What follows belongs to an exercise in optimizing a design on an open flow for small area; a production flow would make more cautious choices.
Only simulation tests tie the RTL to the original design; equivalence was not proved.
Power figures rest on the tool's default switching activity, not on a simulated workload.

==> job 2940: inputs <==
==> flow/design.v <==
module battleship (
    input            clk  ,
    input            rst  ,
    input            start,
    input      [1:0] X    ,
    input      [1:0] Y    ,
    input            pAb  ,
    input            pBb  ,
    output reg [7:0] disp0,
    output reg [7:0] disp1,
    output reg [7:0] disp2,
    output reg [7:0] disp3,
    output reg [7:0] led
);
  localparam PH_IDLE  = 3'd0;  
  localparam PH_SHOW  = 3'd1;  
  localparam PH_IN    = 3'd2;  
  localparam PH_ERR   = 3'd3;  
  localparam PH_SHOOT = 3'd4;  
  localparam PH_SINK  = 3'd5;  
  localparam PH_RWIN  = 3'd6;  
  localparam PH_WIN   = 3'd7;  
  localparam SSD_0    = 8'b00111111;
  localparam SSD_1    = 8'b00000110;
  localparam SSD_2    = 8'b01011011;
  localparam SSD_3    = 8'b01001111;
  localparam SSD_4    = 8'b01100110;
  localparam SSD_b    = 8'b01111100;
  localparam SSD_A    = 8'b01110111;
  localparam SSD_D    = 8'b01011110;
  localparam SSD_I    = 8'b00000110;
  localparam SSD_L    = 8'b00111000;
  localparam SSD_E    = 8'b01111001;
  localparam SSD_r    = 8'b01010000;
  localparam SSD_o    = 8'b01011100;
  localparam SSD_LINE = 8'b01000000;
  localparam LED_IDLE = 8'b10011001;
  reg [2:0]  ph;
  reg        pl;
  reg [4:0]  tu;
  reg [2:0]  tt;
  reg [15:0] mapA, mapB;
  reg [1:0]  cA, cB;     
  reg        Z;          
  reg        rwA, rwB;   
  reg        ns;         
  wire idle  = (ph == PH_IDLE) & ~pl;
  wire tc    = tt[2] & ~tt[1] & ~tu[4] & ~tu[0];   
  wire timed = ~(idle | (ph == PH_IN) | (ph == PH_SHOOT));
  wire btn   = pl ? pBb : pAb;
  wire [3:0] addr = {X, Y};
  wire show  = (ph == PH_SHOW);
  wire [3:0] waddr = show ? {tt[1:0], tu[1:0]} : addr;
  wire [15:0] dec = 16'd1 << waddr;
  wire rdA   = mapA[addr];
  wire rdB   = mapB[addr];
  wire own   = pl ? rdB : rdA;
  wire opp   = pl ? rdA : rdB;
  wire [1:0] cown = pl ? cB : cA;
  wire rwown = pl ? rwB : rwA;
  wire is4   = (cown == 2'd0) & Z;
  always @(posedge clk or posedge rst) begin
    if (rst) begin
      ph <= PH_IDLE;
      pl <= 1'b0;
    end else begin
      case (ph)
        PH_IDLE:
          if (~pl) begin
            if (start) ph <= PH_SHOW;
          end else if (tc) begin
            ph <= PH_SHOOT;
            pl <= ns;
          end
        PH_SHOW:
          if (tc) ph <= PH_IN;
        PH_IN:
          if (btn) begin
            if (own) ph <= PH_ERR;
            else if (cown == 2'd3) begin
              if (ns == pl) begin
                ph <= PH_SHOW;
                pl <= ~pl;
              end else begin
                ph <= PH_IDLE;
                pl <= 1'b1;
              end
            end
          end
        PH_ERR:
          if (tc) ph <= PH_IN;
        PH_SHOOT:
          if (btn) ph <= PH_SINK;
        PH_SINK:
          if (tc) begin
            if (is4) ph <= PH_RWIN;
            else begin
              ph <= PH_SHOOT;
              pl <= ~pl;
            end
          end
        PH_RWIN:
          if (tc) ph <= rwown ? PH_WIN : PH_SHOW;
        default: ;
      endcase
    end
  end
  wire wd   = (ph == PH_IN);
  wire weA  = ~pl ? (show | (wd & btn)) : ((ph == PH_SHOOT) & btn);
  wire weB  =  pl ? (show | (wd & btn)) : ((ph == PH_SHOOT) & btn);
  wire rwin_end = (ph == PH_RWIN) & tc;
  integer i;
  always @(posedge clk) begin
    if (timed & ~tc) begin
      tu <= {tu[3:0], ~tu[4]};
      if (tu[4] & ~tu[3]) tt <= {tt[1:0], ~tt[2]};
    end else begin
      tu <= 5'd0;
      tt <= 3'd0;
    end
    for (i = 0; i < 16; i = i + 1) begin
      if (weA & dec[i]) mapA[i] <= wd;
      if (weB & dec[i]) mapB[i] <= wd;
    end
    if (show) begin
      cA <= 2'd0;
      cB <= 2'd0;
    end else if (btn & (((ph == PH_IN) & ~own) | ((ph == PH_SHOOT) & opp))) begin
      if (pl) cB <= cB + 2'd1;
      else    cA <= cA + 2'd1;
    end
    if (ph == PH_SHOOT) Z <= opp;
    if (idle) begin
      rwA <= 1'b0;
      rwB <= 1'b0;
      ns  <= 1'b0;
    end else if (rwin_end) begin
      if (pl) rwB <= 1'b1;
      else    rwA <= 1'b1;
      ns <= pl;
    end
  end
  function [7:0] dig;
    input [2:0] v;
    case (v)
      3'd0: dig = SSD_0;
      3'd1: dig = SSD_1;
      3'd2: dig = SSD_2;
      3'd3: dig = SSD_3;
      default: dig = SSD_4;
    endcase
  endfunction
  wire hiph = (ph == PH_RWIN) | (ph == PH_WIN);
  wire [2:0] va = hiph ? {1'b0, rwA & ~pl, rwA ^ ~pl}
                       : {(ph == PH_SINK) & ~pl & is4, cA};
  wire [2:0] vb = hiph ? {1'b0, rwB & pl, rwB ^ pl}
                       : {(ph == PH_SINK) & pl & is4, cB};
  always @(*) begin
    disp3 = 8'd0;
    disp2 = 8'd0;
    disp1 = 8'd0;
    disp0 = 8'd0;
    led   = LED_IDLE;
    case (ph)
      PH_IDLE:
        if (~pl) begin
          disp3 = SSD_I; disp2 = SSD_D; disp1 = SSD_L; disp0 = SSD_E;
        end else begin
          disp2 = dig(va); disp1 = SSD_LINE; disp0 = dig(vb);
        end
      PH_SHOW:
        disp3 = pl ? SSD_b : SSD_A;
      PH_IN: begin
        disp1 = dig({1'b0, X});
        disp0 = dig({1'b0, Y});
        led   = pl ? {4'b0011, cB, 2'b01} : {2'b10, cA, 4'b0000};
      end
      PH_ERR: begin
        disp3 = SSD_E; disp2 = SSD_r; disp1 = SSD_r; disp0 = SSD_o;
      end
      PH_SHOOT: begin
        disp1 = dig({1'b0, X});
        disp0 = dig({1'b0, Y});
        led   = {~pl, 1'b0, cA, cB, 1'b0, pl};
      end
      PH_SINK: begin
        disp2 = dig(va); disp1 = SSD_LINE; disp0 = dig(vb);
        led   = {8{Z & ~tc}};
      end
      PH_RWIN: begin
        disp3 = pl ? SSD_b : SSD_A;
        disp2 = dig(va); disp1 = SSD_LINE; disp0 = dig(vb);
        led   = 8'hFF;
      end
      default: begin  
        disp3 = pl ? SSD_b : SSD_A;
        disp2 = dig(va); disp1 = SSD_LINE; disp0 = dig(vb);
        led = {~tt[2], tt[0], tt[1], tt[2], tt[2], tt[1], tt[0], ~tt[2]};
      end
    endcase
  end
endmodule
==> flow/flow/run.sh <==
#!/bin/bash
# Own layout flow: the standard ORFS flow (via the standard.sh) with
#  - area-oriented ABC mapping in synthesis: ABC is run with each of the
#    scripts flow/abc_*.script and the smallest result is kept (the deepsyn
#    scripts are time-limited, so results can vary from run to run) (flip-flops are
#    mapped before ABC runs, so the registers are those of the standard
#    synthesis),
#  - no separate half-adder mapping (ABC maps the adders),
#  - minimum-size port buffers and clkbuf_8 clock buffers without dummy loads.
set -euo pipefail
HERE=$PWD
cat > $HERE/my_synth.tcl <<'EOF'
proc abc {args} {
  set i [lsearch $args -script]
  set l [lsearch $args -liberty]
  set lib [lindex $args [expr {$l+1}]]
  yosys design -save abc_pre
  set best ""
  set best_area 1e30
  foreach s [lsort [glob $::env(MY_FLOW_DIR)/abc_*.script]] {
    yosys design -load abc_pre
    yosys abc {*}[lreplace $args [expr {$i+1}] [expr {$i+1}] $s]
    yosys tee -q -o $::env(MY_FLOW_WORK)/abc_area.txt stat -liberty $lib
    set fh [open $::env(MY_FLOW_WORK)/abc_area.txt r]
    set txt [read $fh]
    close $fh
    regexp {Chip area for module [^:]*: *([0-9.]+)} $txt -> area
    puts "ABC script $s: area $area"
    if {$area < $best_area} {
      set best_area $area
      set best $s
      yosys design -save abc_best
    }
  }
  puts "ABC best script $best: area $best_area"
  yosys design -load abc_best
}
source $::env(MY_FLOW_WORK)/synth_recipe.tcl
EOF
export MY_FLOW_DIR=$HERE/flow MY_FLOW_WORK=$HERE
bash standard.sh SYNTH_SCRIPT=$HERE/my_synth.tcl \
  ADDER_MAP_FILE= SKIP_REPAIR_TIE_FANOUT=1 \
  "BUFFER_PORTS_ARGS=-buffer_cell sky130_fd_sc_hd__buf_1" \
  "MIN_BUF_CELL_AND_PORTS=sky130_fd_sc_hd__buf_1 A X" \
  "CTS_ARGS=-sink_clustering_enable -repair_clock_nets -dont_use_dummy_load -buf_list sky130_fd_sc_hd__clkbuf_8 -root_buf sky130_fd_sc_hd__clkbuf_8" \
  ${FLOW_TARGET:-finish} > $HERE/standard_flow.log 2>&1
==> flow/flow/abc_d60_1.script <==
strash
&get -n
&deepsyn -T 60 -S 1
&put
dch
map -a
mfs2
strash
dch
map -a
==> flow/flow/abc_d60_2.script <==
strash
&get -n
&deepsyn -T 60 -S 2
&put
dch
map -a
mfs2
strash
dch
map -a
==> flow/flow/abc_d60_3.script <==
strash
&get -n
&deepsyn -T 60 -S 3
&put
dch
map -a
mfs2
strash
dch
map -a
==> flow/flow/abc_s1.script <==
strash
dch
map -a
mfs2
strash
dch
map -a
==> flow/flow/abc_s2.script <==
strash
dch -f
map -a
mfs2
strash
dch -f
map -a
mfs2
strash
dch -f
map -a
==> flow/flow/abc_t1.script <==
strash
dch -f
amap
mfs2
strash
dch -f
amap
==> flow/standard.sh <==
#!/bin/bash
# synth_recipe.tcl (not shown) runs the flow's synth.tcl, then flattens the netlist and writes it again
# the make line also repeats each setting of config.mk as NAME=value (left out here)
make -C /OpenROAD-flow-scripts/flow DESIGN_CONFIG=/design/flow/config.mk WORK_HOME=/design/flow/orfs CLKGATE_MAP_FILE= SYNTH_SCRIPT=/design/flow/synth_recipe.tcl "${@:-finish}"
==> flow/config.mk <==
export PLATFORM = sky130hd
export DESIGN_NAME = battleship
export DESIGN_NICKNAME = battleship
export VERILOG_FILES = /design/flow/design.v
export SDC_FILE = /design/flow/constraint.sdc
export NUM_CORES = 4
export LEC_CHECK = 0
export ABC_AREA = 1
export CAP_MARGIN = 20
export CORE_MARGIN = 2
export CORE_UTILIZATION = 65
export SLEW_MARGIN = 20
==> flow/constraint.sdc <==
create_clock -name core_clock -period 10.0 [get_ports {clk}]
set_input_delay 2.0000 -clock core_clock [delete_from_list [all_inputs] [get_ports {clk}]]
set_output_delay 2.0000 -clock core_clock [all_outputs]
set_load 0.01 [all_outputs]
==> job 3018: changes against job 2940 <==
--- a/flow/design.v
+++ b/flow/design.v
@@ -38,6 +38,5 @@
   reg [2:0]  ph;
   reg        pl;
-  reg [4:0]  tu;
-  reg [2:0]  tt;
+  reg [5:0]  timer;      
   reg [15:0] mapA, mapB;
   reg [1:0]  cA, cB;     
@@ -46,13 +45,13 @@
   reg        ns;         
   wire idle  = (ph == PH_IDLE) & ~pl;
-  wire tc    = tt[2] & ~tt[1] & ~tu[4] & ~tu[0];   
+  wire tc    = timer[5] & timer[4] & timer[1];   
   wire timed = ~(idle | (ph == PH_IN) | (ph == PH_SHOOT));
   wire btn   = pl ? pBb : pAb;
   wire [3:0] addr = {X, Y};
   wire show  = (ph == PH_SHOW);
-  wire [3:0] waddr = show ? {tt[1:0], tu[1:0]} : addr;
+  wire [3:0] waddr = show ? timer[3:0] : addr;
   wire [15:0] dec = 16'd1 << waddr;
-  wire rdA   = mapA[addr];
-  wire rdB   = mapB[addr];
+  wire rdA   = |(dec & mapA);
+  wire rdB   = |(dec & mapB);
   wire own   = pl ? rdB : rdA;
   wire opp   = pl ? rdA : rdB;
@@ -112,11 +111,5 @@
   integer i;
   always @(posedge clk) begin
-    if (timed & ~tc) begin
-      tu <= {tu[3:0], ~tu[4]};
-      if (tu[4] & ~tu[3]) tt <= {tt[1:0], ~tt[2]};
-    end else begin
-      tu <= 5'd0;
-      tt <= 3'd0;
-    end
+    timer <= (timed & ~tc) ? timer + 6'd1 : 6'd0;
     for (i = 0; i < 16; i = i + 1) begin
       if (weA & dec[i]) mapA[i] <= wd;
@@ -196,5 +189,10 @@
         disp3 = pl ? SSD_b : SSD_A;
         disp2 = dig(va); disp1 = SSD_LINE; disp0 = dig(vb);
-        led = {~tt[2], tt[0], tt[1], tt[2], tt[2], tt[1], tt[0], ~tt[2]};
+        if      (timer < 6'd10) led = 8'b10000001;
+        else if (timer < 6'd20) led = 8'b11000011;
+        else if (timer < 6'd30) led = 8'b11100111;
+        else if (timer < 6'd40) led = 8'b01111110;
+        else if (timer < 6'd50) led = 8'b00111100;
+        else                    led = 8'b00011000;
       end
     endcase
==> flow/run.sh (new file) <==
#!/bin/bash
# synth_recipe.tcl (not shown) runs the flow's synth.tcl, then flattens the netlist and writes it again
# the make line also repeats each setting of config.mk as NAME=value (left out here)
make -C /OpenROAD-flow-scripts/flow DESIGN_CONFIG=/design/flow/config.mk WORK_HOME=/design/flow/orfs CLKGATE_MAP_FILE= SYNTH_SCRIPT=/design/flow/synth_recipe.tcl finish
- CORE_UTILIZATION: 65 -> 40
removed: flow/flow/run.sh
removed: flow/flow/abc_d60_1.script
removed: flow/flow/abc_d60_2.script
removed: flow/flow/abc_d60_3.script
removed: flow/flow/abc_s1.script
removed: flow/flow/abc_s2.script
removed: flow/flow/abc_t1.script
removed: flow/standard.sh
==> job 4330: changes against job 2940 <==
--- a/flow/design.v
+++ b/flow/design.v
@@ -53,6 +53,6 @@
   wire [3:0] waddr = show ? {tt[1:0], tu[1:0]} : addr;
   wire [15:0] dec = 16'd1 << waddr;
-  wire rdA   = mapA[addr];
-  wire rdB   = mapB[addr];
+  wire rdA   = |(dec & mapA);
+  wire rdB   = |(dec & mapB);
   wire own   = pl ? rdB : rdA;
   wire opp   = pl ? rdA : rdB;
--- a/flow/flow/run.sh
+++ b/flow/flow/run.sh
@@ -2,6 +2,5 @@
 # Own layout flow: the standard ORFS flow (via the standard.sh) with
 #  - area-oriented ABC mapping in synthesis: ABC is run with each of the
-#    scripts flow/abc_*.script and the smallest result is kept (the deepsyn
-#    scripts are time-limited, so results can vary from run to run) (flip-flops are
+#    scripts flow/abc_*.script and the smallest result is kept (flip-flops are
 #    mapped before ABC runs, so the registers are those of the standard
 #    synthesis),
@@ -30,9 +29,9 @@
       set best_area $area
       set best $s
-      yosys design -save abc_best
     }
   }
   puts "ABC best script $best: area $best_area"
-  yosys design -load abc_best
+  yosys design -load abc_pre
+  yosys abc {*}[lreplace $args [expr {$i+1}] [expr {$i+1}] $best]
 }
 source $::env(MY_FLOW_WORK)/synth_recipe.tcl
@@ -40,5 +39,5 @@
 export MY_FLOW_DIR=$HERE/flow MY_FLOW_WORK=$HERE
 bash standard.sh SYNTH_SCRIPT=$HERE/my_synth.tcl \
-  ADDER_MAP_FILE= SKIP_REPAIR_TIE_FANOUT=1 \
+  ADDER_MAP_FILE= \
   "BUFFER_PORTS_ARGS=-buffer_cell sky130_fd_sc_hd__buf_1" \
   "MIN_BUF_CELL_AND_PORTS=sky130_fd_sc_hd__buf_1 A X" \
==> flow/flow/abc_s3.script (new file) <==
strash
&get -n
&deepsyn -T 10
&put
dch
map -a
mfs2
strash
dch
map -a
==> flow/flow/abc_s4.script (new file) <==
strash
balance
rewrite
refactor
balance
rewrite
rewrite -z
balance
refactor -z
rewrite -z
balance
dch
map -a
mfs2
strash
dch
map -a
==> flow/flow/abc_s7.script (new file) <==
strash
ifraig
scorr
dc2
dch -f
map -a
mfs2
strash
dch -f
map -a
mfs2
strash
dch
map -a
- CORE_UTILIZATION: 65 -> 40
removed: flow/flow/abc_d60_1.script
removed: flow/flow/abc_d60_2.script
removed: flow/flow/abc_d60_3.script
removed: flow/flow/abc_t1.script
==> results.py <==
metrics = {
    "finish": {
        "clk_share": 0.0214,
        "seq_cells": 52,
        "nNetsFinal": 441,
    },
    "power": {
        "intPower_mw": 0.508,
        "switching_share": 0.528,
        "maxPowerGroup": "combinational cells",
        "power_mw": 1.08,
    },
    "sta": {
        "slew_headroom": 0.423,
        "hold-worst-slack_ps": 404,
        "clock_skew_ps": 13.4,
    },
    "global_routing": {
        "use_met1": 0.287,
    },
    "status": {
        "outcome": "timing/DRC/antenna clean",
    },
}
That was job 4330.
==> results.py <==
metrics = {
    "finish": {
        "nNetsFinal": 412,
        "seq_cells": 52,
    },
    "status": {
        "outcome": "timing/DRC/antenna clean",
    },
    "power": {
        "intPower_mw": 0.359,
        "switching_share": 0.438,
    },
    "sta": {
        "slew_headroom": 0.476,
    },
    "global_routing": {
        "use_met1": 0.451,
    },
}
That was job 2940.
==> results.py <==
metrics = {
    "status": {
        "outcome": "timing/DRC/antenna clean",
    },
    "power": {
        "maxPowerGroup": "registers",
        "power_mw": 0.388,
        "intPower_mw": 0.299,
        "switching_share": 0.229,
    },
    "sta": {
        "slew_headroom": 0.402,
        "hold-worst-slack_ps": 480,
    },
    "finish": {
        "seq_cells": 50,
        "clk_share": 0.0295,
        "nNetsFinal": 524,
    },
    "global_routing": {
        "use_met1": 0.285,
    },
}
That was job 3018.

-- what the ideal ports hide --
How much do the figures lean on ideal ports? The routed layouts below were timed once more, with nothing changed but the port constraints.
Step 1, drivers: a clkbuf_16 drives clk and a buf_2 each remaining input, both assumed.
Step 2 moves the port delays by t, midway between the first and last clock arrival at a register: inputs arrive t later, outputs are due t later. That takes back most of the time a late clock gives input paths.
Slacks: ideal ports / drivers / drivers and shift; pairs: ideal ports / drivers.
run | t, ns | setup slack, ns | worst setup path after step 2 | latest minus earliest clock arrival (ns) | slew at the worst register clock pin (ns)
job 2940 | 0.328 | 4.674 / 4.645 / 4.973 | register to output | 0.020 / 0.020 | 0.09 / 0.09
job 3018 | 0.334 | 4.243 / 4.212 / 4.277 | input to output | 0.008 / 0.008 | 0.11 / 0.11
job 4330 | 0.326 | 3.440 / 3.410 / 3.736 | register to output | 0.014 / 0.014 | 0.09 / 0.09
After both steps every run listed still meets setup and hold.
